Background: an optimization exercise with open tools, aiming at small area and a short achievable clock period. Do not read the settings as production practice.
RTL that was checked went through simulation tests only; none was proved equivalent to the original.
For runs 2 to 7, only the layout was checked, not whether the RTL still works.
Power and IR drop assume default switching activity.

<file path="design/flow/config.mk">
export PLATFORM = sky130hd
export DESIGN_NAME = pre_norm
export DESIGN_NICKNAME = pre_norm
export VERILOG_FILES = /design/flow/design.v
export SDC_FILE = /design/flow/constraint.sdc
export NUM_CORES = 4
export LEC_CHECK = 0
export CAP_MARGIN = 20
export CORE_MARGIN = 2
export CORE_UTILIZATION = 40
export SETUP_SLACK_MARGIN = 0.3
export SLEW_MARGIN = 20
</file>
<file path="design/flow/design.v">
`timescale 1ns / 100ps
module pre_norm(clk, rmode, add, opa, opb, opa_nan, opb_nan, fracta_out,
		fractb_out, exp_dn_out, sign, nan_sign, result_zero_sign,
		fasu_op);
input		clk;
input	[1:0]	rmode;
input		add;
input	[31:0]	opa, opb;
input		opa_nan, opb_nan;
output	[26:0]	fracta_out, fractb_out;
output	[7:0]	exp_dn_out;
output		sign;
output		nan_sign, result_zero_sign;
output		fasu_op;			 
wire		signa, signb;		 
wire	[7:0]	expa, expb;		 
wire	[22:0]	fracta, fractb;		 
wire		expa_lt_expb;		 
wire		fractb_lt_fracta;	 
reg	[7:0]	exp_dn_out;		 
wire	[7:0]	exp_small, exp_large;
wire	[7:0]	exp_diff;		 
wire	[22:0]	adj_op;			 
wire	[26:0]	adj_op_tmp;
wire	[26:0]	adj_op_out;		 
wire	[26:0]	fracta_n, fractb_n;	 
wire	[26:0]	fracta_s, fractb_s;	 
reg	[26:0]	fracta_out, fractb_out;	 
reg		sign, sign_d;		 
reg		add_d;			 
reg		fasu_op;		 
wire		expa_dn, expb_dn;
reg		sticky;
reg		result_zero_sign;
reg		add_r, signa_r, signb_r;
wire	[4:0]	exp_diff_sft;
wire		exp_lt_27;
wire		op_dn;
wire	[26:0]	adj_op_out_sft;
reg		fracta_lt_fractb, fracta_eq_fractb;
wire		nan_sign1;
reg		nan_sign;
assign  signa = opa[31];
assign  signb = opb[31];
assign   expa = opa[30:23];
assign   expb = opb[30:23];
assign fracta = opa[22:0];
assign fractb = opb[22:0];
assign expa_lt_expb = expa > expb;		 
assign expa_dn = !(|expa);			 
assign expb_dn = !(|expb);			 
wire	[7:0]	exp_diff1, exp_diff1a, exp_diff2;
assign exp_small  = expa_lt_expb ? expb : expa;
assign exp_large  = expa_lt_expb ? expa : expb;
assign exp_diff1  = exp_large - exp_small;
assign exp_diff1a = exp_diff1-1;
assign exp_diff2  = (expa_dn | expb_dn) ? exp_diff1a : exp_diff1;
assign  exp_diff  = (expa_dn & expb_dn) ? 8'h0 : exp_diff2;
always @(posedge clk)	 
	exp_dn_out <= (!add_d & expa==expb & fracta==fractb) ? 8'h0 : exp_large;
assign op_dn	  = expa_lt_expb ? expb_dn : expa_dn;
assign adj_op     = expa_lt_expb ? fractb : fracta;
assign adj_op_tmp = { ~op_dn, adj_op, 3'b0 };	 
assign exp_lt_27	= exp_diff  > 8'd27;
assign exp_diff_sft	= exp_lt_27 ? 5'd27 : exp_diff[4:0];
assign adj_op_out_sft	= adj_op_tmp >> exp_diff_sft;
assign adj_op_out	= {adj_op_out_sft[26:1], adj_op_out_sft[0] | sticky };
always @(exp_diff_sft or adj_op_tmp)
   case(exp_diff_sft)
	00: sticky = 1'h0;
	01: sticky =  adj_op_tmp[0]; 
	02: sticky = |adj_op_tmp[01:0];
	03: sticky = |adj_op_tmp[02:0];
	04: sticky = |adj_op_tmp[03:0];
	05: sticky = |adj_op_tmp[04:0];
	06: sticky = |adj_op_tmp[05:0];
	07: sticky = |adj_op_tmp[06:0];
	08: sticky = |adj_op_tmp[07:0];
	09: sticky = |adj_op_tmp[08:0];
	10: sticky = |adj_op_tmp[09:0];
	11: sticky = |adj_op_tmp[10:0];
	12: sticky = |adj_op_tmp[11:0];
	13: sticky = |adj_op_tmp[12:0];
	14: sticky = |adj_op_tmp[13:0];
	15: sticky = |adj_op_tmp[14:0];
	16: sticky = |adj_op_tmp[15:0];
	17: sticky = |adj_op_tmp[16:0];
	18: sticky = |adj_op_tmp[17:0];
	19: sticky = |adj_op_tmp[18:0];
	20: sticky = |adj_op_tmp[19:0];
	21: sticky = |adj_op_tmp[20:0];
	22: sticky = |adj_op_tmp[21:0];
	23: sticky = |adj_op_tmp[22:0];
	24: sticky = |adj_op_tmp[23:0];
	25: sticky = |adj_op_tmp[24:0];
	26: sticky = |adj_op_tmp[25:0];
	27: sticky = |adj_op_tmp[26:0];
	default: sticky = 1'h0;
   endcase
assign fracta_n = expa_lt_expb ? {~expa_dn, fracta, 3'b0} : adj_op_out;
assign fractb_n = expa_lt_expb ? adj_op_out : {~expb_dn, fractb, 3'b0};
assign fractb_lt_fracta = fractb_n > fracta_n;	 
assign fracta_s = fractb_lt_fracta ? fractb_n : fracta_n;
assign fractb_s = fractb_lt_fracta ? fracta_n : fractb_n;
always @(posedge clk)
	fracta_out <= fracta_s;
always @(posedge clk)
	fractb_out <= fractb_s;
always @(signa or signb or add or fractb_lt_fracta)
   case({signa, signb, add})
	3'b0_0_1: sign_d = 0;
	3'b0_1_1: sign_d = fractb_lt_fracta;
	3'b1_0_1: sign_d = !fractb_lt_fracta;
	3'b1_1_1: sign_d = 1;
	3'b0_0_0: sign_d = fractb_lt_fracta;
	3'b0_1_0: sign_d = 0;
	3'b1_0_0: sign_d = 1;
	3'b1_1_0: sign_d = !fractb_lt_fracta;
   endcase
always @(posedge clk)
	sign <= sign_d;
always @(posedge clk)
	signa_r <= signa;
always @(posedge clk)
	signb_r <= signb;
always @(posedge clk)
	add_r <= add;
always @(posedge clk)
	result_zero_sign <= ( add_r &  signa_r &  signb_r) |
				(!add_r &  signa_r & !signb_r) |
				( add_r & (signa_r |  signb_r) & (rmode==3)) |
				(!add_r & (signa_r == signb_r) & (rmode==3));
always @(posedge clk)
	fracta_lt_fractb <= fracta < fractb;
always @(posedge clk)
	fracta_eq_fractb <= fracta == fractb;
assign nan_sign1 = fracta_eq_fractb ? (signa_r & signb_r) : fracta_lt_fractb ? signb_r : signa_r;
always @(posedge clk)
	nan_sign <= (opa_nan & opb_nan) ? nan_sign1 : opb_nan ? signb_r : signa_r;
always @(signa or signb or add)
   case({signa, signb, add})
	3'b0_0_1: add_d = 1;
	3'b0_1_1: add_d = 0;
	3'b1_0_1: add_d = 0;
	3'b1_1_1: add_d = 1;
	3'b0_0_0: add_d = 0;
	3'b0_1_0: add_d = 1;
	3'b1_0_0: add_d = 1;
	3'b1_1_0: add_d = 0;
   endcase
always @(posedge clk)
	fasu_op <= add_d;
endmodule
</file>
<file path="design/flow/run.sh">
#!/bin/bash
# synth_recipe.tcl (not shown) runs the flow's synth.tcl, then flattens the netlist and writes it again
# the make line also repeats each setting of config.mk as NAME=value (left out here)
make -C /OpenROAD-flow-scripts/flow DESIGN_CONFIG=/design/flow/config.mk WORK_HOME=/design/flow/orfs CLKGATE_MAP_FILE= SYNTH_SCRIPT=/design/flow/synth_recipe.tcl finish
</file>
<file path="design/flow/constraint.sdc">
create_clock -name core_clock -period 9.5 [get_ports {clk}]
set_input_delay 1.9000 -clock core_clock [delete_from_list [all_inputs] [get_ports {clk}]]
set_output_delay 1.9000 -clock core_clock [all_outputs]
set_load 0.01 [all_outputs]
</file>
==> results of run 1 <==
-- cells in the mapped netlist (5+ instances only) --
cell type,count
buf_4,7
a21o_1,19
nor2_1,82
a211o_1,8
o21ai_0,62
or3_1,7
and3_1,11
mux2_1,7
inv_1,64
and2_1,11
nand2_1,103
nand2b_1,15
nor2b_1,21
o22a_1,5
mux2i_1,50
buf_1,5
nor4_1,19
a31oi_1,13
clkbuf_1,34
o22ai_1,13
o21ai_1,6
nand4_1,18
ha_1,63
nand3_1,19
o31ai_1,8
buf_2,10
a22oi_1,7
a221o_1,6
a221oi_1,9
a211oi_1,6
mux2_2,12
o211ai_1,13
dfxtp_1,71
a21oi_1,121
nor3_1,34
-- power groups by stage --
stage / logic, mW / registers, mW / clock network, mW
after floorplan: 0.533 / 0.425 / 0
after global placement: 0.973 / 0.392 / 0
after detailed placement: 0.972 / 0.393 / 0
after CTS: 0.978 / 0.387 / 0.317
after global routing: 1.13 / 0.392 / 0.330
final: 1.06 / 0.386 / 0.311
-- routing by layer --
layer  GRT usage, %  share of wire, %  vias to the layer above
li1               -                 -                     4330
met1           43.4                47                     4228
met2           44.0                42                      455
met3           6.44               9.2                       58
met4           6.57               2.0                        0
met5              0                 0                        -
-- worst max-delay path by stage --
stage            start                endpoint  depth (start not counted)
2_1_floorplan  opb[26]  fracta_out[22]$_DFF_P_                         42
3_3_place_gp   opb[29]   fractb_out[8]$_DFF_P_                         40
3_5_place_dp   opb[29]  fracta_out[13]$_DFF_P_                         40
4_1_cts        opb[29]  fracta_out[13]$_DFF_P_                         36
5_1_grt        opb[24]   fracta_out[4]$_DFF_P_                         36
6_report       opb[30]  fractb_out[19]$_DFF_P_                         38
-- kinds of logic (layout without fill, tap and decap cells) --
kind of cell / after synthesis / after routing / share of synthesized area, %
xor+xnor: 7 / 7 / 0.969
simple gates: 366 / 367 / 23.8
compound gates: 355 / 355 / 30.5
flops: 71 / 71 / 18.3
fa+ha+maj: 63 / 63 / 10.2
buf+inv: 124 / 326 / 7.01
mux: 69 / 69 / 9.22
-- cell type report --
cell class	count	area [um2]
Fill cell	1810	8110
Multi-Input combinational cell	861	6200
Timing Repair Buffer	246	2240
Sequential cell	71	1420
Tap cell	260	325
Clock buffer	11	253
Inverter	64	240
Clock inverter	5	32.5
-- registers in the layout, summed over array words and instances, names as in the netlist --
name / cells
fracta_out: 27
fractb_out: 27
exp_dn_out: 8
add_r: 1
fasu_op: 1
fracta_eq_fractb: 1
fracta_lt_fractb: 1
nan_sign: 1
result_zero_sign: 1
sign: 1
signa_r: 1
signb_r: 1
-- placed cells by master (no fill, tap or decap), types with 7 or more instances in the layout --
cell	n
a211o_1	8
a21o_1	19
a21oi_1	117
a22oi_1	7
a31oi_1	7
and2_1	9
and3_1	11
buf_4	104
clkbuf_16	9
clkdlybuf4s50_1	133
dfxtp_1	71
ha_1	58
inv_1	61
mux2_1	7
mux2_2	11
mux2i_1	49
nand2_1	99
nand2b_1	15
nand3_1	18
nand4_1	18
nor2_1	79
nor2b_1	19
nor3_1	29
nor4_1	14
o211ai_1	13
o21ai_0	53
o21ai_1	13
o22ai_1	12
or3_1	7
-- through the flow --
stage / power, mW / utilization (%)
after floorplan: 0.958 / -
after global placement: 1.37 / 53.0
after detailed placement: 1.36 / 53.0
after CTS: 1.68 / 54.6
after global routing: 1.85 / 56.9
final: 1.75 / 56.9
-- timing repair --
item / in CTS / in global routing
setup endpoints to repair: 10 / 55
pin swaps: 1 / 16
resized for setup: 0 / 70
hold buffers: 0 / 0
buffers inserted: 3 / 8
cloned: 0 / 2
-- worst reg2reg max path, cell delays in order, from the launching register on --
cell and delay, ps:
dfxtp_1 340, ha_1 180, nand2b_1 140, o31ai_1 70, a21oi_1 100, nand2_1 70
o21ai_0 60
==> flow_metrics.py, run 1 <==
metrics = {
    "pwr": {
        "irDropWorstVdd_v": 0.0000893,
        "p_switching_mw": 0.728,
        "p_per_area_nw_per_um2": 164,
        "clkPwrFrac_pct": 17.7,
        "p_seq_share_pct": 22.0,
        "intPower_mw": 1.02,
        "switching_share_pct": 41.6,
        "combPwrFrac_pct": 60.3,
        "p_leak_nw": 4.58,
    },
    "timing": {
        "fmax_ghz": 0.112,
        "period_needed_ps": 8910,
        "clock_skew_ps": 1.84,
        "rsz0062_at_grt": "false",
        "slew_violations": 0,
        "whs_ps": 546,
        "period_share_pct": 93.8,
        "final-setup-viol-count": 0,
        "fin_setup_tns_ps": 0,
        "tightestPinTransition_ps": 832,
        "worst_slack_ps": 588,
        "max_slew_margin_pct": 44.2,
        "hold_viol_final": 0,
    },
    "critical_path": {
        "reg2reg_to": "nan_sign$_DFF_P_",
        "crit_type": "in2reg",
        "crit_top_cell": "o21ai_1",
        "crit_required_ps": 9710,
        "critical_path.startpoint_type": "input pin",
        "r2r_start": "signb_r$_DFF_P_",
        "slowest_delay_ps": 530,
        "arrival_ps": 9120,
        "reg2reg_setup_slack_ps": 8440,
        "cp_top_family": "compound AO/OA/AOI/OAI gates",
        "worstSetupEndpointType": "register",
        "reg2reg_depth": 6,
        "cp.buffers_inverters": 6,
        "crit_slowest_cell": "clkdlybuf4s50_1",
        "critPathMaxFanout": 9,
    },
    "synthesis": {
        "synth_edf_count": 0,
        "synthCells": 1055,
        "syn_area_per_cell_um2": 7.34,
        "synth.area.top_cells": "dfxtp_1, ha_1, a21oi_1",
        "synth.distinct_cells": 85,
        "synth_ff_type": "dfxtp_1",
        "async_reset_ff_share_pct": 0,
        "ys_seq_elements": 71,
        "synthesis.area_um2": 7750,
        "yosys.area.top_type_share_pct": 18.3,
        "ys_seq_area_share_pct": 18.3,
        "synth_area_leader_cell": "dfxtp_1",
        "ys.warnings.count": 1,
    },
    "die": {
        "die_area_um2": 20500,
        "rows": 50,
        "core_um2": 18800,
        "initial_core_util_pct": 41.1,
        "chipWidth_um": 143,
        "io_pins": 136,
        "die_h_um": 143,
    },
    "clocking": {
        "clk_pin_slew_ps": 60,
        "cts_tree": "done",
        "cts_max_path_buffers": 2,
        "htreeDepth": 3,
        "clkLatencyLatePin_ps": 330,
        "numCtsBuffers": 9,
        "ctsRootBufferMaster": "clkbuf_16",
        "clock-sinks": 71,
    },
    "route": {
        "drcViolationCount": 0,
        "drtIter0Drc": 1034,
        "via_count": 9071,
        "ant_nets": 0,
        "first_pass_iters": 7,
        "finalWirelength_mm": 31.2,
        "vias_per_cell": 5.98,
        "routedWlPerCell_um": 20.5,
    },
    "min_path": {
        "min_to": "nan_sign$_DFF_P_",
        "min_path_cells": 2,
        "hp-class": "reg2reg",
        "holdCritStartpoint": "signa_r$_DFF_P_",
    },
    "grt": {
        "grt_pass1_wl_mm": 47.2,
        "track_usage_pct": 29.6,
        "grt_max_degree": 78,
        "antenna_found_initial": 0,
        "grt-ovfl-total": 0,
        "grt_pass1_vias": 8276,
    },
    "finish": {
        "final_area_um2": 10700,
        "nNetsFinal": 1386,
        "area_growth_pct": 38.3,
        "n_antenna_cell": 0,
        "drive_above_1_share_pct": 18.0,
        "layoutNonFillerInstCount": 1518,
    },
    "place": {
        "dp_slack_ps": -51.9,
        "io_buffers": 135,
        "dpl_cell_area_um2": 9980,
        "dp.final_hpwl_mm": 24.3,
        "gp_congestion": 1.02,
        "placed_cells": 1489,
    },
    "flow_run": {
        "drv_cap": 0,
    },
    "outcome": {
        "status": "complete, no violations",
    },
}
==> inputs of run 2 (changes only) <==
==> design/flow/design.v (replaced) <==
`timescale 1ns / 100ps
module pre_norm(clk, rmode, add, opa, opb, opa_nan, opb_nan, fracta_out,
		fractb_out, exp_dn_out, sign, nan_sign, result_zero_sign,
		fasu_op);
input		clk;
input	[1:0]	rmode;
input		add;
input	[31:0]	opa, opb;
input		opa_nan, opb_nan;
output	[26:0]	fracta_out, fractb_out;
output	[7:0]	exp_dn_out;
output		sign;
output		nan_sign, result_zero_sign;
output		fasu_op;
reg	[26:0]	fracta_out, fractb_out;
reg	[7:0]	exp_dn_out;
reg		sign, fasu_op, nan_sign, result_zero_sign;
reg		signa_r, signb_r, nan_sign1_r;
wire		signa = opa[31];
wire		signb = opb[31];
wire	[7:0]	expa = opa[30:23];
wire	[7:0]	expb = opb[30:23];
wire	[22:0]	fracta = opa[22:0];
wire	[22:0]	fractb = opb[22:0];
wire		expa_nz = |expa;
wire		expb_nz = |expb;
wire		b_gt_a = opb[30:0] > opa[30:0];
wire		mag_eq = opb[30:0] == opa[30:0];
wire		add_d = add ^ signa ^ signb;	 
wire	[7:0]	ea = {expa[7:1], expa[0] | ~expa_nz};
wire	[7:0]	eb = {expb[7:1], expb[0] | ~expb_nz};
wire	[8:0]	d_ab = {1'b0, ea} - {1'b0, eb};
wire	[8:0]	d_ba = {1'b0, eb} - {1'b0, ea};
wire	[7:0]	exp_diff = d_ab[8] ? d_ba[7:0] : d_ab[7:0];
wire		diff_big = |exp_diff[7:5];
wire	[26:0]	small = b_gt_a ? {expa_nz, fracta, 3'b0} : {expb_nz, fractb, 3'b0};
wire	[26:0]	large = b_gt_a ? {expb_nz, fractb, 3'b0} : {expa_nz, fracta, 3'b0};
wire	[26:0]	small_sft = diff_big ? 27'h0 : small >> exp_diff[4:0];
wire	[31:0]	lowmask = ~(32'hffffffff << exp_diff[4:0]);
wire		sticky = diff_big ? |small : |(small & lowmask[26:0]);
always @(posedge clk) begin
	fracta_out <= large;
	fractb_out <= {small_sft[26:1], small_sft[0] | sticky};
	exp_dn_out <= (!add_d & mag_eq) ? 8'h0 : (b_gt_a ? expb : expa);
	sign       <= b_gt_a ? (signb ^ ~add) : signa;
	fasu_op    <= add_d;
end
always @(posedge clk) begin
	signa_r     <= signa;
	signb_r     <= signb;
	nan_sign1_r <= (fracta == fractb) ? (signa & signb) :
		       (fracta < fractb) ? signb : signa;
end
wire		add_r = fasu_op ^ signa_r ^ signb_r;
wire		rm3 = rmode == 2'd3;
always @(posedge clk) begin
	result_zero_sign <= ( add_r &  signa_r &  signb_r) |
			    (!add_r &  signa_r & !signb_r) |
			    ( add_r & (signa_r |  signb_r) & rm3) |
			    (!add_r & (signa_r == signb_r) & rm3);
	nan_sign <= (opa_nan & opb_nan) ? nan_sign1_r :
		    opb_nan ? signb_r : signa_r;
end
endmodule
==> run 2 against run 1 <==
  * Setup slack gained 2600 ps
  * First-iteration DRC count shrank 43%
  * Power shrank 26%
  * Synthesized cell count shrank 24%
  * Routed wire length shrank 33%
  * Global-route usage shrank 4.8 points
  * Count of clock-buffer cells in the layout grew 1
  * Register-to-register slack lost 100 ps
  * Clock power grew 13%
  * Critical path type unchanged
  * Critical endpoint is now fractb_out[10]$_SDFF_PN0_
  * Largest power group unchanged
==> flow_metrics.py, run 2 <==
metrics = {
    "route": {
        "vias_per_cell": 5.60,
        "finalWirelength_mm": 20.8,
        "drcViolationCount": 0,
        "ant_nets": 0,
        "first_pass_iters": 5,
        "via_count": 6344,
        "drtIter0Drc": 592,
        "routedWlPerCell_um": 18.4,
    },
    "flow_run": {
        "drv_cap": 0,
    },
    "timing": {
        "period_needed_ps": 6330,
        "clock_skew_ps": 1.42,
        "final-setup-viol-count": 0,
        "fmax_ghz": 0.158,
        "tightestPinTransition_ps": 1080,
        "fin_setup_tns_ps": 0,
        "hold_viol_final": 0,
        "period_share_pct": 66.6,
        "slew_violations": 0,
        "max_slew_margin_pct": 27.5,
        "rsz0062_at_grt": "false",
    },
    "pwr": {
        "p_leak_nw": 3.57,
        "irDropWorstVdd_v": 0.000108,
        "p_per_area_nw_per_um2": 161,
    },
    "synthesis": {
        "async_reset_ff_share_pct": 0,
        "syn_area_per_cell_um2": 7.95,
        "ys.warnings.count": 1,
        "synth_ff_type": "dfxtp_1",
        "synth.distinct_cells": 66,
        "synthCells": 807,
        "yosys.area.top_type_share_pct": 20.6,
        "synth.area.top_cells": "dfxtp_1, ha_1, mux2i_1",
        "ys_seq_area_share_pct": 20.6,
        "yosysMostFrequentCell": "nand2_1",
        "ys_seq_elements": 66,
        "synthesis.area_um2": 6420,
        "synth_area_leader_cell": "dfxtp_1",
        "synth_edf_count": 0,
        "netlist_top_cells_count": "nand2_1, inv_1, mux2i_1",
    },
    "clocking": {
        "cts_setup_buffers": 0,
        "clock-sinks": 66,
        "numCtsBuffers": 9,
        "cts.repair.resized": 0,
        "clk_pin_slew_ps": 60,
        "cts_max_path_buffers": 2,
        "cts_tree": "done",
        "clkLatencyLatePin_ps": 340,
        "ctsHoldBuffers": 0,
        "htreeDepth": 3,
        "ctsRootBufferMaster": "clkbuf_16",
    },
    "die": {
        "io_pins": 136,
        "initial_core_util_pct": 40.7,
        "die_area_um2": 17100,
        "rows": 46,
        "core_um2": 15800,
        "die_h_um": 131,
        "chipWidth_um": 131,
    },
    "critical_path": {
        "critPathMaxFanout": 41,
        "crit_path_cell_trace": "clkdlybuf4s50_1, nor4_1, nand2_1, nand2b_1, ha_1, inv_1, fa_1, and3_1, o21ai_2, nor2b_4, mux2_4, mux2i_1, mux2i_1, mux4_2, a221oi_1, nor2_1",
        "crit_type": "in2reg",
        "slowest_delay_ps": 670,
        "arrival_ps": 6540,
        "cp_top_family": "multiplexers",
        "cp.depth": 16,
        "crit_slowest_cell": "mux2_4",
        "worstSetupEndpointType": "register",
        "crit_top_cell": "mux2i_1",
        "reg2reg_depth": 4,
        "critical_path.startpoint_type": "input pin",
        "crit_required_ps": 9720,
        "cp.buffers_inverters": 2,
    },
    "finish": {
        "drive_above_1_share_pct": 6.32,
        "largest_reg_flops": 27,
        "top_register": "fractb_out",
        "n_antenna_cell": 0,
        "reg.largest.list": "fractb_out x27, fracta_out x24, exp_dn_out x8",
        "nNetsFinal": 1048,
        "final_common_cell": "clkdlybuf4s50_1",
        "finish.utilization_pct": 51.3,
        "area_growth_pct": 26.1,
        "layout_common_cells": "clkdlybuf4s50_1, nand2_1, inv_1, mux2i_1, dfxtp_1",
    },
    "grt": {
        "grt_max_degree": 69,
        "grt-ovfl-total": 0,
        "grt_pass1_wl_mm": 32.4,
        "grt_pass1_vias": 5925,
        "antenna_found_initial": 0,
        "track_usage_pct": 24.8,
    },
    "min_path": {
        "min_path_cells": 1,
        "hp-class": "reg2reg",
    },
    "place": {
        "gp_congestion": 0.912,
        "dp.final_hpwl_mm": 15.9,
        "io_buffers": 132,
    },
    "outcome": {
        "status": "complete, no violations",
    },
}
## run 2: changes by cell type after synthesis, sizes merged, moves of 11 or more
cell / change
o21ai: -15
o211ai: -12
mux2: -11
clkbuf: -24
nand2: -20
nor2b: -12
mux2i: +22
nor2: -22
a21oi: -56
nor3: -17
a211oi: +13
buf: +13
mux4: +14
## run 2: worst paths after layout
path	start	to	slack (ps)
worst max register to register	signa_r$_DFF_P_	result_zero_sign$_DFF_P_	8340
worst min-delay path	fasu_op$_DFF_P_	result_zero_sign$_DFF_P_	520
worst min register to register	fasu_op$_DFF_P_	result_zero_sign$_DFF_P_	520
worst max-delay path	opb[28]	fractb_out[10]$_SDFF_PN0_	3170
## run 2: kinds of logic (layout without fill, tap and decap cells)
logic type               count (synthesis)  in the layout  synth area share, %
multiplexers                            94             94                 17.7
adder cells (fa/ha/maj)                 66             66                 13.1
buffers and inverters                  120            228                 8.97
flip-flops                              66             66                 20.6
XOR/XNOR                                11             11                 1.62
AO/OA/AOI/OAI                          211            211                 20.9
AND/OR/NAND/NOR                        238            238                 17.1
other                                    1              3               0.0584
## run 2: final cells by class
class	count	area, um2
fillers	1611	7680
multi-input cells	623	4530
flip-flops and latches	66	1320
repair buffers	141	1390
well taps	216	270
clock inverters	4	50.0
inverters	71	267
clock buffers	12	256
## run 2: power breakdown
group	switching, mW	internal [mW]	leakage, nW
Combinational	0.366	0.264	2.88
Sequential	0.00876	0.307	0.547
Clock	0.134	0.217	0.145
## run 2: per-layer routing
layer	wire length (um)	vias up	global-route usage, %
li1	-	3093	-
met4	548	0	8.26
met2	9380	269	39.2
met5	0	-	0
met3	1450	32	5.01
met1	9420	2950	34.0
## run 2: metrics by stage
step	hold WS [ps]	setup slack, ps	std cells	total power [mW]	instance area, um2
after floorplan	487	4030	809	0.749	6420
after global placement	510	2910	1117	0.938	7780
after detailed placement	501	2850	1117	0.941	7780
after CTS	529	3200	1133	1.30	8090
after global routing	550	2760	1133	1.38	8090
final	518	3170	1133	1.30	8090
==> inputs of run 3 (changes only) <==
--- a/design/flow/config.mk
+++ b/design/flow/config.mk
@@ -8,5 +8,5 @@
 export CAP_MARGIN = 20
 export CORE_MARGIN = 2
 export CORE_UTILIZATION = 40
-export SETUP_SLACK_MARGIN = 0.3
+export SETUP_SLACK_MARGIN = 4.0
 export SLEW_MARGIN = 20
==> run 3 against run 2 <==
  * Setup slack improved by 860 ps
  * Largest power group unchanged
  * Cell count increased by 5.1%
  * Still clean
  * Global-route usage increased by 2.3 points
  * Highest routed layer unchanged
  * Critical path type unchanged
  * Maximum frequency increased by 16%
==> flow_metrics.py, run 3 <==
metrics = {
    "timing": {
        "fmax_ghz": 0.183,
        "hold_viol_final": 0,
        "period_share_pct": 57.5,
        "fin_setup_tns_ps": 0,
        "worst_slack_ps": 4040,
        "rsz0062_at_grt": "true",
        "final-setup-viol-count": 0,
        "slew_violations": 0,
        "period_needed_ps": 5460,
        "tightestPinTransition_ps": 751,
        "clock_skew_ps": 2.55,
        "max_slew_margin_pct": 49.9,
    },
    "place": {
        "dp_slack_ps": 2850,
        "dp.final_hpwl_mm": 15.9,
        "gp_congestion": 0.912,
        "io_buffers": 132,
    },
    "finish": {
        "drive_above_1_share_pct": 18.2,
        "top_register": "fractb_out",
        "final-seq-area_um2": 1320,
        "n_antenna_cell": 0,
        "largest_reg_flops": 27,
        "reg.largest.list": "fractb_out x27, fracta_out x24, exp_dn_out x8",
        "final_common_cell": "clkdlybuf4s50_1",
        "layout_common_cells": "clkdlybuf4s50_1, nand2_1, inv_1, dfxtp_1",
        "multi_input_area_um2": 4990,
        "area_growth_pct": 42.4,
        "nNetsFinal": 1106,
        "nFillCells": 1482,
    },
    "route": {
        "ant_nets": 0,
        "finalWirelength_mm": 23.6,
        "vias_per_cell": 5.78,
        "drtIter0Drc": 689,
        "first_pass_iters": 7,
        "via_count": 6883,
        "drcViolationCount": 0,
        "routedWlPerCell_um": 19.8,
    },
    "grt": {
        "grt_pass1_vias": 6402,
        "grt-ovfl-total": 0,
        "grt_max_degree": 50,
        "antenna_found_initial": 0,
        "track_usage_pct": 27.1,
        "grt_pass1_wl_mm": 35.2,
    },
    "synthesis": {
        "synth_ff_type": "dfxtp_1",
        "synth_area_leader_cell": "dfxtp_1",
        "netlist_top_cells_count": "nand2_1, inv_1, mux2i_1",
        "yosys.area.top_type_share_pct": 20.6,
        "synth_edf_count": 0,
        "async_reset_ff_share_pct": 0,
        "synth.area.top_cells": "dfxtp_1, ha_1, mux2i_1",
        "ys.warnings.count": 1,
        "ys_seq_area_share_pct": 20.6,
        "ys_seq_elements": 66,
        "yosysMostFrequentCell": "nand2_1",
        "synthCells": 807,
        "synthesis.area_um2": 6420,
        "synth.distinct_cells": 66,
        "syn_area_per_cell_um2": 7.95,
    },
    "critical_path": {
        "crit_slowest_cell": "mux4_2",
        "crit_required_ps": 9690,
        "worstSetupEndpointType": "register",
        "crit_top_cell": "a211oi_1",
        "crit_end": "fractb_out[2]$_SDFF_PN0_",
        "setup.worst_path.start": "opa[14]",
        "cp.buffers_inverters": 3,
        "arrival_ps": 5660,
        "reg2reg_to": "result_zero_sign$_DFF_P_",
        "slowest_delay_ps": 530,
        "critical_path.startpoint_type": "input pin",
        "cp_top_family": "compound AO/OA/AOI/OAI gates",
        "critPathMaxFanout": 17,
        "r2r_start": "signa_r$_DFF_P_",
        "crit_type": "in2reg",
        "reg2reg_setup_slack_ps": 8340,
        "cp.depth": 13,
        "reg2reg_depth": 4,
        "crit_path_cell_trace": "dlygate4sd2_1, inv_1, ha_1, and4_1, a221oi_2, nand2_1, a32oi_4, buf_12, mux4_2, mux2i_2, a211oi_1, a211oi_1, a211oi_1",
    },
    "die": {
        "chipWidth_um": 131,
        "initial_core_util_pct": 40.7,
        "io_pins": 136,
        "core_um2": 15800,
        "rows": 46,
        "die_area_um2": 17100,
        "die_h_um": 131,
    },
    "clocking": {
        "htreeDepth": 3,
        "ctsRootBufferMaster": "clkbuf_16",
        "clkLatencyLatePin_ps": 350,
        "clock-sinks": 66,
        "cts_max_path_buffers": 2,
        "cts_tree": "done",
        "clk_pin_slew_ps": 60,
        "numCtsBuffers": 9,
    },
    "outcome": {
        "status": "complete, no violations",
    },
    "flow_run": {
        "drv_cap": 0,
    },
    "min_path": {
        "hp-class": "reg2reg",
    },
    "pwr": {
        "p_leak_nw": 4.16,
        "irDropWorstVdd_v": 0.000109,
        "p_per_area_nw_per_um2": 162,
    },
}
[run 3: cell counts after synthesis]
No cell type changed its count.
[run 3: kinds of logic (layout without fill, tap and decap cells)]
| kind of cell | after synthesis | after routing | synth area share (%) |
|---|---|---|---|
| simple gates | 238 | 238 | 17.1 |
| compound gates | 211 | 211 | 20.9 |
| buf+inv | 120 | 280 | 8.97 |
| mux | 94 | 100 | 17.7 |
| fa+ha+maj | 66 | 66 | 13.1 |
| flops | 66 | 66 | 20.6 |
| xor+xnor | 11 | 11 | 1.62 |
| other cells | 1 | 3 | 0.0584 |
[run 3: worst min-delay path by stage]
| stage | end | cells after the start | from | slack, ps |
|---|---|---|---|---|
| finish | result_zero_sign$_DFF_P_ | 1 | fasu_op$_DFF_P_ | 510 |
| detailed placement | result_zero_sign$_DFF_P_ | 1 | fasu_op$_DFF_P_ | 500 |
| CTS | result_zero_sign$_DFF_P_ | 1 | fasu_op$_DFF_P_ | 530 |
| global placement | result_zero_sign$_DFF_P_ | 1 | fasu_op$_DFF_P_ | 510 |
| floorplan | result_zero_sign$_DFF_P_ | 1 | signa_r$_DFF_P_ | 490 |
| global route | result_zero_sign$_DFF_P_ | 1 | fasu_op$_DFF_P_ | 550 |
[run 3: final cells by class]
| type | instances | area share [%] |
|---|---|---|
| clock buffers | 12 | 2.81 |
| clock inverters | 4 | 0.548 |
| inverters | 71 | 2.92 |
| multi-input cells | 629 | 54.7 |
| flip-flops and latches | 66 | 14.5 |
| well taps | 216 | 2.96 |
| repair buffers | 193 | 21.7 |
[run 3: power breakdown]
part / internal [mW] / switching (mW)
sequential: 0.307 / 0.00875
combinational: 0.369 / 0.438
clock: 0.217 / 0.135
total: 0.894 / 0.582
[run 3: through the flow]
stage          instances  hold slack (ps)  util (%)  total power [mW]  cell area, um2
3_3_place_gp        1117              510      49.3             0.938            7780
6_report            1191              513      57.9              1.48            9140
5_1_grt             1191              550      57.9              1.55            9140
4_1_cts             1174              529      55.6              1.41            8780
3_5_place_dp        1117              501      49.3             0.941            7780
2_1_floorplan        809              487         -             0.749            6420
[run 3: routing by layer]
metal  up-vias  routed length, um  global-route usage, %
li1       3219                  -                      -
met1      3192              10100                   35.8
met2       396              10500                   42.4
met3        76               2090                   6.31
met4         0                978                   11.6
met5         -                  0                      0
[run 3: what timing repair did]
action | CTS | global route
resized for setup | 79 | 84
cloned | 12 | 3
pin swaps | 20 | 23
buffers inserted | 29 | 14
hold buffers | 0 | 0
endpoints found under the setup margin | 27 | 27
==> inputs of run 4 (changes only) <==
--- a/design/flow/design.v
+++ b/design/flow/design.v
@@ -12,7 +12,7 @@
 output		sign;
 output		nan_sign, result_zero_sign;
 output		fasu_op;
-reg	[26:0]	fracta_out, fractb_out;
+reg	[26:0]	fracta_out;
 reg	[7:0]	exp_dn_out;
 reg		sign, fasu_op, nan_sign, result_zero_sign;
 reg		signa_r, signb_r, nan_sign1_r;
@@ -33,18 +33,24 @@
 wire	[8:0]	d_ba = {1'b0, eb} - {1'b0, ea};
 wire	[7:0]	exp_diff = d_ab[8] ? d_ba[7:0] : d_ab[7:0];
 wire		diff_big = |exp_diff[7:5];
-wire	[26:0]	small = b_gt_a ? {expa_nz, fracta, 3'b0} : {expb_nz, fractb, 3'b0};
-wire	[26:0]	large = b_gt_a ? {expb_nz, fractb, 3'b0} : {expa_nz, fracta, 3'b0};
-wire	[26:0]	small_sft = diff_big ? 27'h0 : small >> exp_diff[4:0];
-wire	[31:0]	lowmask = ~(32'hffffffff << exp_diff[4:0]);
-wire		sticky = diff_big ? |small : |(small & lowmask[26:0]);
+wire	[23:0]	small = b_gt_a ? {expa_nz, fracta} : {expb_nz, fractb};
+wire	[23:0]	large = b_gt_a ? {expb_nz, fractb} : {expa_nz, fracta};
+wire	[4:0]	shamt = diff_big ? 5'd31 : exp_diff[4:0];
+reg	[23:0]	small_r;
+reg	[4:0]	shamt_r;
 always @(posedge clk) begin
-	fracta_out <= large;
-	fractb_out <= {small_sft[26:1], small_sft[0] | sticky};
+	fracta_out <= {large, 3'b0};
+	small_r    <= small;
+	shamt_r    <= shamt;
 	exp_dn_out <= (!add_d & mag_eq) ? 8'h0 : (b_gt_a ? expb : expa);
 	sign       <= b_gt_a ? (signb ^ ~add) : signa;
 	fasu_op    <= add_d;
 end
+wire	[26:0]	small_f = {small_r, 3'b0};
+wire	[26:0]	small_sft = small_f >> shamt_r;
+wire	[31:0]	lowmask = ~(32'hffffffff << shamt_r);
+wire		sticky = |(small_f & lowmask[26:0]);
+assign fractb_out = {small_sft[26:1], small_sft[0] | sticky};
 always @(posedge clk) begin
 	signa_r     <= signa;
 	signb_r     <= signb;
--- a/design/flow/config.mk
+++ b/design/flow/config.mk
@@ -8,5 +8,5 @@
 export CAP_MARGIN = 20
 export CORE_MARGIN = 2
 export CORE_UTILIZATION = 40
-export SETUP_SLACK_MARGIN = 4.0
+export SETUP_SLACK_MARGIN = 0.3
 export SLEW_MARGIN = 20
==> run 4 against run 3 <==
  * Critical path depth is 4 lower
  * Still clean on timing, DRC and antenna
  * Maximum frequency grew 6.3%
  * Largest cell class unchanged
  * Die area shrank 14%
  * Count of clock-buffer cells in the layout is 1 lower
  * Via count fell by 27%
  * Area after synthesis down 15%
  * Core utilization shrank 3.5 points
  * Synthesized cell count down 20%
  * Routed wire length fell by 37%
==> flow_metrics.py, run 4 <==
metrics = {
    "grt": {
        "track_usage_pct": 20.3,
        "antenna_found_initial": 0,
        "grt_pass1_wl_mm": 23.9,
        "grt_max_degree": 58,
        "grt_pass1_vias": 4976,
        "grt-ovfl-total": 0,
    },
    "outcome": {
        "status": "complete, no violations",
    },
    "place": {
        "dpl_cell_area_um2": 6880,
        "io_buffers": 132,
        "dp.final_hpwl_mm": 11.7,
        "gp_congestion": 0.872,
    },
    "die": {
        "die_h_um": 121,
        "chipWidth_um": 121,
        "core_um2": 13300,
        "io_pins": 136,
        "die_area_um2": 14600,
        "rows": 42,
        "initial_core_util_pct": 41.2,
    },
    "timing": {
        "rsz0062_at_grt": "false",
        "max_slew_margin_pct": 39.2,
        "final-setup-viol-count": 0,
        "hold_viol_final": 0,
        "tightestPinTransition_ps": 912,
        "fin_setup_tns_ps": 0,
        "period_needed_ps": 5140,
        "clock_skew_ps": 0.611,
        "slew_violations": 0,
        "fmax_ghz": 0.195,
        "period_share_pct": 54.1,
    },
    "clocking": {
        "clkLatencyLatePin_ps": 330,
        "numCtsBuffers": 9,
        "htreeDepth": 3,
        "clk_pin_slew_ps": 50,
        "cts_tree": "done",
        "cts_max_path_buffers": 2,
        "clock-sinks": 68,
        "cts_setup_buffers": 0,
        "cts.repair.resized": 0,
        "ctsRootBufferMaster": "clkbuf_16",
        "ctsHoldBuffers": 0,
    },
    "synthesis": {
        "netlist_top_cells_count": "mux2i_1, inv_1, dfxtp_1",
        "ys.warnings.count": 1,
        "synth_edf_count": 0,
        "syn_area_per_cell_um2": 8.51,
        "yosysMostFrequentCell": "mux2i_1",
        "synth_ff_type": "dfxtp_1",
        "synthesis.area_um2": 5480,
        "synth.area.top_cells": "dfxtp_1, mux2i_1, ha_1",
        "synth.distinct_cells": 56,
        "ys_seq_elements": 68,
        "ys_seq_area_share_pct": 24.8,
        "synth_area_leader_cell": "dfxtp_1",
        "yosys.area.top_type_share_pct": 24.8,
        "async_reset_ff_share_pct": 0,
        "synthCells": 644,
    },
    "route": {
        "first_pass_iters": 4,
        "drcViolationCount": 0,
        "ant_nets": 0,
        "finalWirelength_mm": 14.8,
        "routedWlPerCell_um": 15.8,
        "via_count": 5001,
        "drtIter0Drc": 302,
        "vias_per_cell": 5.33,
    },
    "critical_path": {
        "critPathMaxFanout": 35,
        "crit_slowest_cell": "a221o_2",
        "arrival_ps": 5350,
        "crit_required_ps": 9710,
        "cp_top_family": "buffers and inverters",
        "cp.buffers_inverters": 3,
        "worstSetupEndpointType": "register",
        "reg2reg_setup_slack_ps": 8370,
        "critical_path.startpoint_type": "input pin",
        "slowest_delay_ps": 630,
        "crit_path_cell_trace": "clkdlybuf4s50_1, inv_1, ha_1, nand4_1, nor4_2, and2_1, a221o_2, buf_4, mux2_1",
        "crit_type": "in2reg",
    },
    "finish": {
        "reg.largest.list": "fracta_out x24, small_r x24, exp_dn_out x8",
        "final-seq-area_um2": 1360,
        "n_antenna_cell": 0,
        "area_growth_pct": 32.1,
        "layout_common_cells": "clkdlybuf4s50_1, mux2i_1, inv_1, dfxtp_1, ha_1",
        "final_area_um2": 7240,
        "drive_above_1_share_pct": 5.64,
        "nFillCells": 1257,
        "multi_input_area_um2": 3670,
        "nNetsFinal": 893,
        "final_common_cell": "clkdlybuf4s50_1",
    },
    "pwr": {
        "p_leak_nw": 3.53,
        "irDropWorstVdd_v": 0.000111,
        "p_per_area_nw_per_um2": 162,
    },
    "min_path": {
        "hp-class": "reg2reg",
    },
    "flow_run": {
        "drv_cap": 0,
    },
}
-- run 4: changes by cell type in the layout (fill, tap and decap cells not counted), moves of 16 or more --
cell             previous run  this run
nor3_1                     21         5
nand2_1                    81        51
clkdlybuf4s50_1            96       132
dlymetal6s2s_1             18         0
mux2i_1                    55        84
buf_4                      43         5
nor2_1                     60        29
-- run 4: logic make-up after synthesis --
family          synth area share, %
compound gates                 18.2
simple gates                   11.1
buf+inv                        8.29
mux                            20.5
flops                          24.8
fa+ha+maj                      15.5
xor+xnor                       1.44
other cells                  0.0684
-- run 4: power by group --
part           switching, mW  internal (mW)
Sequential            0.0331          0.323
Combinational          0.217          0.206
Clock                  0.123          0.271
-- run 4: path summary, 6_finish.rpt --
kind / start / to / depth (start not counted)
hold / removal: fasu_op$_DFF_P_ / result_zero_sign$_DFF_P_ / 1
setup reg to reg: signa_r$_DFF_P_ / result_zero_sign$_DFF_P_ / 4
hold reg to reg: fasu_op$_DFF_P_ / result_zero_sign$_DFF_P_ / 1
setup / recovery: opa[22] / fracta_out[26]$_DFF_P_ / 9
-- run 4: metrics by stage --
step	std cells	setup slack (ps)	util [%]	power (mW)	hold slack (ps)
after floorplan	646	5400	-	0.632	487
after global placement	922	4070	51.7	0.781	506
after detailed placement	922	4010	51.7	0.784	497
final	938	4360	54.4	1.17	502
after CTS	938	4340	54.4	1.18	514
after global routing	938	4160	54.4	1.24	537
-- run 4: metal layers --
metal	vias to the layer above	GRT usage, %	wire [um]
met5	-	0	0
met4	0	6.76	266
met3	21	3.81	679
met2	152	35.1	7260
met1	2311	25.4	6580
li1	2517	-	-
-- run 4: final cells by class --
class	instances	area share (%)
Tap cell	176	3.04
Inverter	70	3.63
Sequential cell	68	18.8
Clock buffer	11	3.49
Timing Repair Buffer	137	18.8
Clock inverter	5	1.49
Multi-Input combinational cell	471	50.7
==> inputs of run 5 (changes only) <==
==> design/flow/flow/run.sh (new file) <==
#!/bin/bash
set -euo pipefail
bash standard.sh "BUFFER_PORTS_ARGS=-buffer_cell sky130_fd_sc_hd__buf_1" finish > standard_make.log 2>&1
==> design/flow/standard.sh (new file) <==
#!/bin/bash
# synth_recipe.tcl (not shown) runs the flow's synth.tcl, then flattens the netlist and writes it again
# the make line also repeats each setting of config.mk as NAME=value (left out here)
make -C /OpenROAD-flow-scripts/flow DESIGN_CONFIG=/design/flow/config.mk WORK_HOME=/design/flow/orfs CLKGATE_MAP_FILE= SYNTH_SCRIPT=/design/flow/synth_recipe.tcl "${@:-finish}"
removed: design/flow/run.sh
==> run 5 against run 4 <==
  * Largest cell class unchanged
  * Power shrank 10%
  * Combinational power shrank 13%
  * Highest routed layer unchanged
  * Global-route usage shrank 0.69 points
  * Core utilization shrank 6.7 points
  * Sequential share of layout area grew 2.6 points
  * Critical endpoint is now small_r[23]$_DFF_P_
  * Count of clock-buffer cells in the layout grew 1
  * Non-clock buffer count is the same
  * Maximum frequency grew 9.2%
  * Cell count is the same
  * Area after synthesis is the same
  * First-iteration DRC count grew 13%
==> flow_metrics.py, run 5 <==
metrics = {
    "outcome": {
        "status": "complete, no violations",
    },
    "pwr": {
        "totalPowerFinal_mw": 1.05,
        "combPwrFrac_pct": 35.1,
        "p_leak_nw": 3.15,
        "clkPwrFrac_pct": 31.1,
        "irDropWorstVdd_v": 0.0000900,
        "intPower_mw": 0.686,
        "p_switching_mw": 0.368,
        "p_per_area_nw_per_um2": 166,
        "switching_share_pct": 34.9,
        "p_seq_share_pct": 33.8,
    },
    "synthesis": {
        "synth.area.top_cells": "dfxtp_1, mux2i_1, ha_1",
        "async_reset_ff_share_pct": 0,
        "synth-compound-area-share_pct": 18.2,
        "synth-simple-area-share_pct": 11.1,
        "ys_seq_elements": 68,
        "synth_edf_count": 0,
        "synth_xor_area_share_pct": 1.44,
        "synth.distinct_cells": 56,
        "yosys.area.top_type_share_pct": 24.8,
        "ys.warnings.count": 1,
        "synthesis.area_um2": 5480,
        "syn_area_per_cell_um2": 8.51,
        "synthAdderAreaFrac_pct": 15.5,
        "netlist_top_cells_count": "mux2i_1, inv_1, dfxtp_1",
        "yosysMostFrequentCell": "mux2i_1",
        "ys_seq_area_share_pct": 24.8,
        "synth_ff_type": "dfxtp_1",
        "synth_area_leader_cell": "dfxtp_1",
        "synthMuxAreaShare_pct": 20.5,
        "synthCells": 644,
        "synth_top_family_by_area": "multiplexers",
    },
    "die": {
        "chipWidth_um": 121,
        "core_um2": 13300,
        "initial_core_util_pct": 41.2,
        "io_pins": 136,
        "die_area_um2": 14600,
        "die_h_um": 121,
        "rows": 42,
    },
    "route": {
        "routedWlPerCell_um": 15.4,
        "finalWirelength_mm": 14.5,
        "ant_nets": 0,
        "first_pass_iters": 5,
        "drcViolationCount": 0,
        "vias_per_cell": 5.37,
        "via_count": 5040,
        "drtIter0Drc": 342,
    },
    "timing": {
        "fin_setup_tns_ps": 0,
        "slew_violations": 0,
        "rsz0062_at_grt": "false",
        "period_share_pct": 49.5,
        "fmax_ghz": 0.213,
        "final-setup-viol-count": 0,
        "tightestPinTransition_ps": 910,
        "hold_viol_final": 0,
        "clock_skew_ps": 0.569,
        "max_slew_margin_pct": 39.3,
        "period_needed_ps": 4710,
    },
    "finish": {
        "final_common_cell": "buf_1",
        "nFillCells": 1288,
        "final-seq-area_um2": 1360,
        "multi_input_area_um2": 3670,
        "nNetsFinal": 893,
        "reg.largest.list": "fracta_out x24, small_r x24, exp_dn_out x8",
        "layout_common_cells": "buf_1, mux2i_1, inv_1, dfxtp_1, ha_1",
        "n_antenna_cell": 0,
        "drive_above_1_share_pct": 5.38,
        "area_growth_pct": 15.8,
    },
    "clocking": {
        "clkLatencyLatePin_ps": 330,
        "clock-sinks": 68,
        "cts_max_path_buffers": 2,
        "numCtsBuffers": 9,
        "ctsRootBufferMaster": "clkbuf_16",
        "cts_tree": "done",
        "cts.repair.resized": 0,
        "clk_pin_slew_ps": 50,
        "cts_setup_buffers": 0,
        "ctsHoldBuffers": 0,
        "htreeDepth": 3,
    },
    "place": {
        "dp.final_hpwl_mm": 11.5,
        "io_buffers": 132,
        "gp_congestion": 0.891,
    },
    "critical_path": {
        "crit_type": "in2reg",
        "critPathMaxFanout": 35,
        "arrival_ps": 4920,
        "critical_path.startpoint_type": "input pin",
        "worstSetupEndpointType": "register",
        "crit_slowest_cell": "a221o_2",
        "crit_path_cell_trace": "buf_1, inv_1, ha_1, nand4_1, nor4_2, and2_1, a221o_2, buf_4, mux2_1",
        "crit_required_ps": 9710,
        "slowest_delay_ps": 620,
    },
    "grt": {
        "track_usage_pct": 19.7,
        "grt_pass1_wl_mm": 23.0,
        "antenna_found_initial": 0,
        "grt-ovfl-total": 0,
        "grt_pass1_vias": 4796,
        "grt_max_degree": 58,
    },
    "flow_run": {
        "drv_cap": 0,
    },
    "min_path": {
        "hp-class": "reg2reg",
    },
}
==> run 5: cell counts after synthesis <==
No cell type changed its count.
==> run 5: worst max-delay path, delay by kind of cell <==
| family | cells | cell delay, ps |
|---|---|---|
| muxes | 1 | 380 |
| adders and majority gates | 1 | 360 |
| AOI/OAI and AO/OA | 1 | 620 |
| and+or+nand+nor | 3 | 860 |
| buffers and inverters | 3 | 780 |
==> run 5: path summary, 6_finish.rpt <==
check                   from  cells past startpoint                  endpoint  slack, ps
min          fasu_op$_DFF_P_                      1  result_zero_sign$_DFF_P_        520
max                  opa[21]                      9       small_r[23]$_DFF_P_       4790
max reg2reg  signa_r$_DFF_P_                      4  result_zero_sign$_DFF_P_       8370
min reg2reg  fasu_op$_DFF_P_                      1  result_zero_sign$_DFF_P_        520
==> run 5: routing by layer <==
metal  track usage (%)  share of wire (%)  routed length [um]  up-vias
li1                  -                  -                   -     2510
met1              24.2                 44                6310     2351
met2              34.2                 49                7140      160
met3              3.95                5.5                 791       19
met4              6.32                1.6                 232        0
met5                 0                  0                   0        -
==> run 5: cells by family after synthesis <==
family,Yosys count
muxes,100
buffers and inverters,107
other,1
DFF,68
adders and majority gates,67
AOI/OAI and AO/OA,163
xor gates and xnor gates,9
and+or+nand+nor,129
==> run 5: power by group through the flow <==
stage                     Combinational (mW)  Sequential (mW)  Clock [mW]
final                                  0.370            0.356       0.328
after global routing                   0.410            0.360       0.352
after CTS                              0.370            0.356       0.337
after detailed placement               0.368            0.361           0
after global placement                 0.364            0.360           0
after floorplan                        0.275            0.356           0
==> run 5: final cells by class <==
cell class,instances,area share [%]
multi-input cells,471,57.9
flip-flops and latches,68,21.5
repair buffers,137,8.40
inverters,70,4.14
clock buffers,12,3.88
well taps,176,3.47
clock inverters,4,0.769
==> run 5: through the flow <==
stage               area [um2]  util [%]  hold slack [ps]  cells  worst slack, ps
finish                    6350      47.7              517    938             4790
global route              6350      47.7              525    938             4570
CTS                       6350      47.7              515    938             4770
detailed placement        6050      45.5              501    922             4440
global placement          6050      45.5              489    922             4510
floorplan                 5490         -              487    646             5400
==> inputs of run 6 (changes only) <==
--- a/design/flow/design.v
+++ b/design/flow/design.v
@@ -24,8 +24,27 @@
 wire	[22:0]	fractb = opb[22:0];
 wire		expa_nz = |expa;
 wire		expb_nz = |expb;
-wire		b_gt_a = opb[30:0] > opa[30:0];
-wire		mag_eq = opb[30:0] == opa[30:0];
+function [1:0] cmp_gt_eq;	 
+	input [31:0] x, y;
+	integer i, w;
+	reg [31:0] g, e;
+	begin
+		g = x & ~y;
+		e = ~(x ^ y);
+		for (w = 1; w < 32; w = w * 2)
+			for (i = 0; i < 32; i = i + 2 * w) begin
+				g[i] = g[i + w] | (e[i + w] & g[i]);
+				e[i] = e[i + w] & e[i];
+			end
+		cmp_gt_eq = {g[0], e[0]};
+	end
+endfunction
+wire	[1:0]	f_cmp = cmp_gt_eq({9'b0, fractb}, {9'b0, fracta});
+wire	[1:0]	e_cmp = cmp_gt_eq({24'b0, expb}, {24'b0, expa});
+wire		fb_gt_fa = f_cmp[1];
+wire		f_eq = f_cmp[0];
+wire		b_gt_a = e_cmp[1] | (e_cmp[0] & fb_gt_fa);
+wire		mag_eq = e_cmp[0] & f_eq;
 wire		add_d = add ^ signa ^ signb;	 
 wire	[7:0]	ea = {expa[7:1], expa[0] | ~expa_nz};
 wire	[7:0]	eb = {expb[7:1], expb[0] | ~expb_nz};
@@ -54,8 +73,7 @@
 always @(posedge clk) begin
 	signa_r     <= signa;
 	signb_r     <= signb;
-	nan_sign1_r <= (fracta == fractb) ? (signa & signb) :
-		       (fracta < fractb) ? signb : signa;
+	nan_sign1_r <= f_eq ? (signa & signb) : fb_gt_fa ? signb : signa;
 end
 wire		add_r = fasu_op ^ signa_r ^ signb_r;
 wire		rm3 = rmode == 2'd3;
==> run 6 against run 5 <==
  * Core utilization increased by 0.15 points
  * Die area shrank 5.4%
  * Critical endpoint is now small_r[18]$_DFF_P_
  * Final area fell by 4.8%
  * Area after synthesis shrank 5.6%
  * Maximum frequency about the same
  * Synthesized cell count is 5.9% lower
  * Routed wire length is 7.4% lower
  * Hold slack better by 25 ps
  * Critical path type unchanged
  * Highest routed layer unchanged
  * Power decreased by 3.0%
  * Count of clock-buffer cells in the layout decreased by 3
==> flow_metrics.py, run 6 <==
metrics = {
    "outcome": {
        "status": "complete, no violations",
    },
    "timing": {
        "whs_ps": 541,
        "slew_violations": 0,
        "fmax_ghz": 0.213,
        "period_needed_ps": 4700,
        "clock_skew_ps": 1.56,
        "tightestPinTransition_ps": 931,
        "final-setup-viol-count": 0,
        "max_slew_margin_pct": 37.9,
        "rsz0062_at_grt": "false",
        "hold_viol_final": 0,
        "fin_setup_tns_ps": 0,
        "period_share_pct": 49.5,
    },
    "clocking": {
        "cts_setup_buffers": 0,
        "clk_pin_slew_ps": 50,
        "htreeDepth": 3,
        "numCtsBuffers": 9,
        "cts_max_path_buffers": 2,
        "clock-sinks": 68,
        "clkLatencyLatePin_ps": 320,
        "ctsRootBufferMaster": "clkbuf_16",
        "cts_tree": "done",
        "cts.repair.resized": 0,
        "ctsHoldBuffers": 0,
    },
    "finish": {
        "nNetsFinal": 830,
        "n_antenna_cell": 0,
        "final_common_cell": "buf_1",
        "layout_common_cells": "buf_1, dfxtp_1, nand2_1, inv_1, a21oi_1",
        "drive_above_1_share_pct": 9.42,
        "area_growth_pct": 16.8,
        "reg.largest.list": "fracta_out x24, small_r x24, exp_dn_out x8",
    },
    "route": {
        "first_pass_iters": 5,
        "ant_nets": 0,
        "finalWirelength_mm": 13.4,
        "via_count": 4716,
        "drtIter0Drc": 302,
        "vias_per_cell": 5.28,
        "routedWlPerCell_um": 15.0,
        "drcViolationCount": 0,
    },
    "synthesis": {
        "yosys.area.top_type_share_pct": 26.3,
        "netlist_top_cells_count": "dfxtp_1, nand2_1, inv_1",
        "synthesis.area_um2": 5170,
        "synth.distinct_cells": 55,
        "synthCells": 606,
        "ys_seq_elements": 68,
        "async_reset_ff_share_pct": 0,
        "ys_seq_area_share_pct": 26.3,
        "synth_ff_type": "dfxtp_1",
        "yosysMostFrequentCell": "dfxtp_1",
        "ys.warnings.count": 1,
        "synth.area.top_cells": "dfxtp_1, ha_1, mux2i_1",
        "syn_area_per_cell_um2": 8.54,
        "synth_area_leader_cell": "dfxtp_1",
        "synth_edf_count": 0,
    },
    "critical_path": {
        "crit_required_ps": 9700,
        "worstSetupEndpointType": "register",
        "r2r_start": "signa_r$_DFF_P_",
        "critical_path.startpoint_type": "input pin",
        "setup.worst_path.start": "opa[6]",
        "reg2reg_setup_slack_ps": 8350,
        "arrival_ps": 4910,
        "critPathMaxFanout": 37,
        "crit_type": "in2reg",
        "crit_end": "small_r[18]$_DFF_P_",
        "reg2reg_to": "result_zero_sign$_DFF_P_",
        "reg2reg_depth": 4,
    },
    "die": {
        "initial_core_util_pct": 41.0,
        "core_um2": 12600,
        "rows": 41,
        "io_pins": 136,
        "chipWidth_um": 118,
        "die_h_um": 118,
        "die_area_um2": 13900,
    },
    "grt": {
        "grt_pass1_vias": 4503,
        "grt_max_degree": 60,
        "track_usage_pct": 18.9,
        "grt_pass1_wl_mm": 21.8,
        "antenna_found_initial": 0,
        "grt-ovfl-total": 0,
    },
    "pwr": {
        "irDropWorstVdd_v": 0.000111,
        "p_leak_nw": 2.76,
        "p_per_area_nw_per_um2": 169,
    },
    "min_path": {
        "hp-class": "reg2reg",
    },
    "place": {
        "gp_congestion": 0.874,
        "io_buffers": 132,
        "dp.final_hpwl_mm": 10.3,
    },
    "flow_run": {
        "drv_cap": 0,
    },
}
## run 6: cell type report
class                   count  area, um2
repair buffers            137        537
well taps                 172        215
clock inverters             7       66.3
fillers                  1296       6580
multi-input cells         451       3450
flip-flops and latches     68       1360
inverters                  50        188
clock buffers               9        225
## run 6: metrics by stage
step | utilization [%] | setup slack, ps | std cells | power, mW | instance area (um2)
global route | 47.9 | 4580 | 894 | 1.08 | 6040
global placement | 45.5 | 4050 | 877 | 0.694 | 5740
floorplan | - | 5210 | 608 | 0.609 | 5180
CTS | 47.8 | 4310 | 893 | 1.03 | 6030
finish | 47.9 | 4800 | 894 | 1.02 | 6040
detailed placement | 45.5 | 3980 | 877 | 0.701 | 5740
## run 6: worst max-delay path: stages
cell and delay [ps]:
buf_1 120, inv_1 60, ha_1 310, a21o_1 160, a221o_1 340, a221o_1 380, o211a_1 250, a211oi_4 450
buf_4 520, mux2_2 400
## run 6: worst min-delay path by stage
stage	from	to	slack, ps	depth (start not counted)
after detailed placement	fasu_op$_DFF_P_	result_zero_sign$_DFF_P_	530	1
final	fasu_op$_DFF_P_	result_zero_sign$_DFF_P_	540	1
after global placement	fasu_op$_DFF_P_	result_zero_sign$_DFF_P_	530	1
after global routing	signa_r$_DFF_P_	result_zero_sign$_DFF_P_	580	1
after CTS	signa_r$_DFF_P_	result_zero_sign$_DFF_P_	550	1
after floorplan	signa_r$_DFF_P_	result_zero_sign$_DFF_P_	490	1
## run 6: cells by family after synthesis
| kind of cell | after synthesis | share of synthesized area, % |
|---|---|---|
| xor+xnor | 9 | 1.52 |
| simple gates | 146 | 12.8 |
| flops | 68 | 26.3 |
| compound gates | 140 | 16.6 |
| buf+inv | 89 | 7.33 |
| other cells | 1 | 0.0725 |
| fa+ha+maj | 44 | 10.9 |
| mux | 109 | 24.4 |
## run 6: power by group
part	switching (mW)	total, mW	internal [mW]
Clock	0.121	0.323	0.202
Combinational	0.193	0.343	0.150
Sequential	0.0372	0.357	0.319
## run 6: per-layer routing
metal	vias up	routed length, um	GRT usage, %
met2	147	5930	29.7
li1	2378	-	-
met5	-	0	0
met3	19	783	3.73
met4	0	203	6.17
met1	2172	6490	26.0
==> inputs of run 7 (changes only) <==
--- a/design/flow/config.mk
+++ b/design/flow/config.mk
@@ -8,5 +8,5 @@
 export CAP_MARGIN = 20
 export CORE_MARGIN = 2
 export CORE_UTILIZATION = 40
-export SETUP_SLACK_MARGIN = 0.3
+export SETUP_SLACK_MARGIN = 5.0
 export SLEW_MARGIN = 20
==> run 7 against run 6 <==
  * Clock skew about the same
  * Sequential share of layout area fell by 0.38 points
  * Routed wire length grew 2.4%
  * Clock power about the same
  * Critical endpoint is now fracta_out[25]$_DFF_P_
  * Largest power group is now combinational logic
  * Highest routed layer unchanged
==> flow_metrics.py, run 7 <==
metrics = {
    "timing": {
        "whs_ps": 541,
        "clock_skew_ps": 1.90,
        "fin_setup_tns_ps": 0,
        "final-setup-viol-count": 0,
        "period_share_pct": 46.3,
        "tightestPinTransition_ps": 954,
        "fmax_ghz": 0.228,
        "slew_violations": 0,
        "max_slew_margin_pct": 35.7,
        "hold_viol_final": 0,
        "rsz0062_at_grt": "false",
        "period_needed_ps": 4390,
    },
    "critical_path": {
        "arrival_ps": 4600,
        "critical_path.startpoint_type": "input pin",
        "worstSetupEndpointType": "register",
        "reg2reg_depth": 4,
        "critPathMaxFanout": 10,
        "crit_required_ps": 9710,
        "crit_type": "in2reg",
        "reg2reg_setup_slack_ps": 8350,
    },
    "route": {
        "drcViolationCount": 0,
        "finalWirelength_mm": 13.7,
        "vias_per_cell": 5.33,
        "routedWlPerCell_um": 15.3,
        "ant_nets": 0,
        "drtIter0Drc": 301,
        "via_count": 4790,
        "first_pass_iters": 5,
    },
    "clocking": {
        "clock-sinks": 68,
        "cts_max_path_buffers": 2,
        "cts_tree": "done",
        "ctsRootBufferMaster": "clkbuf_16",
        "numCtsBuffers": 9,
        "ctsHoldBuffers": 0,
        "htreeDepth": 3,
        "clkLatencyLatePin_ps": 320,
        "clk_pin_slew_ps": 50,
    },
    "die": {
        "io_pins": 136,
        "core_um2": 12600,
        "rows": 41,
        "die_h_um": 118,
        "die_area_um2": 13900,
        "chipWidth_um": 118,
        "initial_core_util_pct": 41.0,
    },
    "finish": {
        "area_growth_pct": 19.2,
        "layout_common_cells": "buf_1, dfxtp_1, nand2_1, inv_1, a21oi_1",
        "n_antenna_cell": 0,
        "nNetsFinal": 834,
        "final_area_um2": 6170,
        "final_common_cell": "buf_1",
        "drive_above_1_share_pct": 11.4,
        "finish.utilization_pct": 48.9,
        "reg.largest.list": "fracta_out x24, small_r x24, exp_dn_out x8",
    },
    "synthesis": {
        "synthCells": 606,
        "ys_seq_elements": 68,
        "synth.distinct_cells": 55,
        "syn_area_per_cell_um2": 8.54,
        "ys_seq_area_share_pct": 26.3,
        "yosysMostFrequentCell": "dfxtp_1",
        "synth_edf_count": 0,
        "yosys.area.top_type_share_pct": 26.3,
        "synthesis.area_um2": 5170,
        "synth_ff_type": "dfxtp_1",
        "synth_area_leader_cell": "dfxtp_1",
        "async_reset_ff_share_pct": 0,
        "netlist_top_cells_count": "dfxtp_1, nand2_1, inv_1",
        "synth.area.top_cells": "dfxtp_1, ha_1, mux2i_1",
        "ys.warnings.count": 1,
    },
    "pwr": {
        "p_per_area_nw_per_um2": 168,
        "p_leak_nw": 2.80,
        "irDropWorstVdd_v": 0.000108,
    },
    "place": {
        "gp_congestion": 0.874,
        "dp.final_hpwl_mm": 10.3,
        "io_buffers": 132,
        "dpl_cell_area_um2": 5740,
    },
    "grt": {
        "antenna_found_initial": 0,
        "grt.busiest_layer": "met2",
        "grt_pass1_vias": 4546,
        "met2_usage_pct": 30.3,
        "met3_usage_pct": 3.44,
        "grt_max_degree": 60,
        "track_usage_pct": 19.1,
        "grt-ovfl-total": 0,
        "use_met1_pct": 26.3,
        "grt_pass1_wl_mm": 22.0,
    },
    "min_path": {
        "hp-class": "reg2reg",
        "min_path_cells": 1,
    },
    "flow_run": {
        "drv_cap": 0,
    },
    "outcome": {
        "status": "complete, no violations",
    },
}
==> run 7: cells by family after synthesis <==
group	Yosys count	share of synthesized area [%]
AND/OR/NAND/NOR	146	12.8
AO/OA/AOI/OAI	140	16.6
multiplexers	109	24.4
buffers and inverters	89	7.33
flip-flops	68	26.3
adder cells (fa/ha/maj)	44	10.9
XOR/XNOR	9	1.52
other	1	0.0725
==> run 7: critical path: stages <==
cell and delay, ps:
buf_1 120, inv_1 60, ha_1 310, a21o_1 160, a221o_1 340, a221o_1 380, o211a_1 310, a211oi_4 630
mux2_1 380
==> run 7: timing repair <==
action | in CTS | in global routing
endpoints found under the setup margin | 76 | 76
pin swaps | 1 | 5
buffers inserted | 1 | 2
hold endpoints to repair | 0 | 0
resized for setup | 7 | 14
cloned | 1 | 1
==> run 7: cell type report <==
cell class	instances	area, um2
clock buffers	9	225
clock inverters	7	66.3
fillers	1276	6450
inverters	50	191
multi-input cells	452	3530
flip-flops and latches	68	1370
well taps	172	215
repair buffers	139	563
repair inverters	1	5.00
==> run 7: stage by stage <==
| stage | setup slack, ps | std cells | power, mW |
|---|---|---|---|
| 6_report | 5110 | 898 | 1.03 |
| 3_3_place_gp | 4050 | 877 | 0.694 |
| 3_5_place_dp | 3980 | 877 | 0.701 |
| 2_1_floorplan | 5210 | 608 | 0.609 |
| 5_1_grt | 4990 | 898 | 1.10 |
| 4_1_cts | 4890 | 895 | 1.03 |
==> run 7: power by group <==
group | internal (mW) | switching (mW)
Sequential | 0.320 | 0.0352
Combinational | 0.155 | 0.202
Clock | 0.202 | 0.120
==> run 7: final timing paths <==
path / end / from
worst max-delay path: fracta_out[25]$_DFF_P_ / opa[6]
worst min-delay path: result_zero_sign$_DFF_P_ / fasu_op$_DFF_P_
worst max register to register: result_zero_sign$_DFF_P_ / signa_r$_DFF_P_
worst min register to register: result_zero_sign$_DFF_P_ / fasu_op$_DFF_P_
==> run 7: layer usage <==
metal  vias to the layer above  wire (um)
met5                         -          0
met4                         0        209
met3                        19        775
met2                       162       6120
met1                      2221       6620
li1                       2388          -

-- afterwards: timing with drivers on the ports --
No port has a modelled driver above. Below, the same layouts with a new extraction and two added sets of constraints. Step 1 sets driving cells, clkbuf_16 on the clock port and buf_2 on the other inputs (assumed; they add their load-dependent delay and slew). Step 2 moves the port delays by t, midway between the first and last clock arrival at a register: inputs arrive t later, outputs are due t later. That takes back most of the time a late clock gives input paths. a / b / c = ideal ports / drivers / drivers and shift; a / b = the first two.
run | t, ns | slack for setup (ns) | worst setup path at the end
run 1 | 0.368 | 0.588 / 0.600 / 0.232 | input to register
run 2 | 0.388 | 3.174 / 3.196 / 2.808 | input to register
run 3 | 0.394 | 4.038 / 4.057 / 3.663 | input to register
run 4 | 0.363 | 4.362 / 4.377 / 4.014 | input to register
run 5 | 0.364 | 4.794 / 4.812 / 4.447 | input to register
run 6 | 0.357 | 4.797 / 4.793 / 4.455 | input to register
run 7 | 0.356 | 5.106 / 5.121 / 4.765 | input to register
After both steps every run listed still meets setup and hold. For run 3, which loses most, drivers alone change the setup slack by +0.019 ns; drivers and shift together by -0.375 ns.
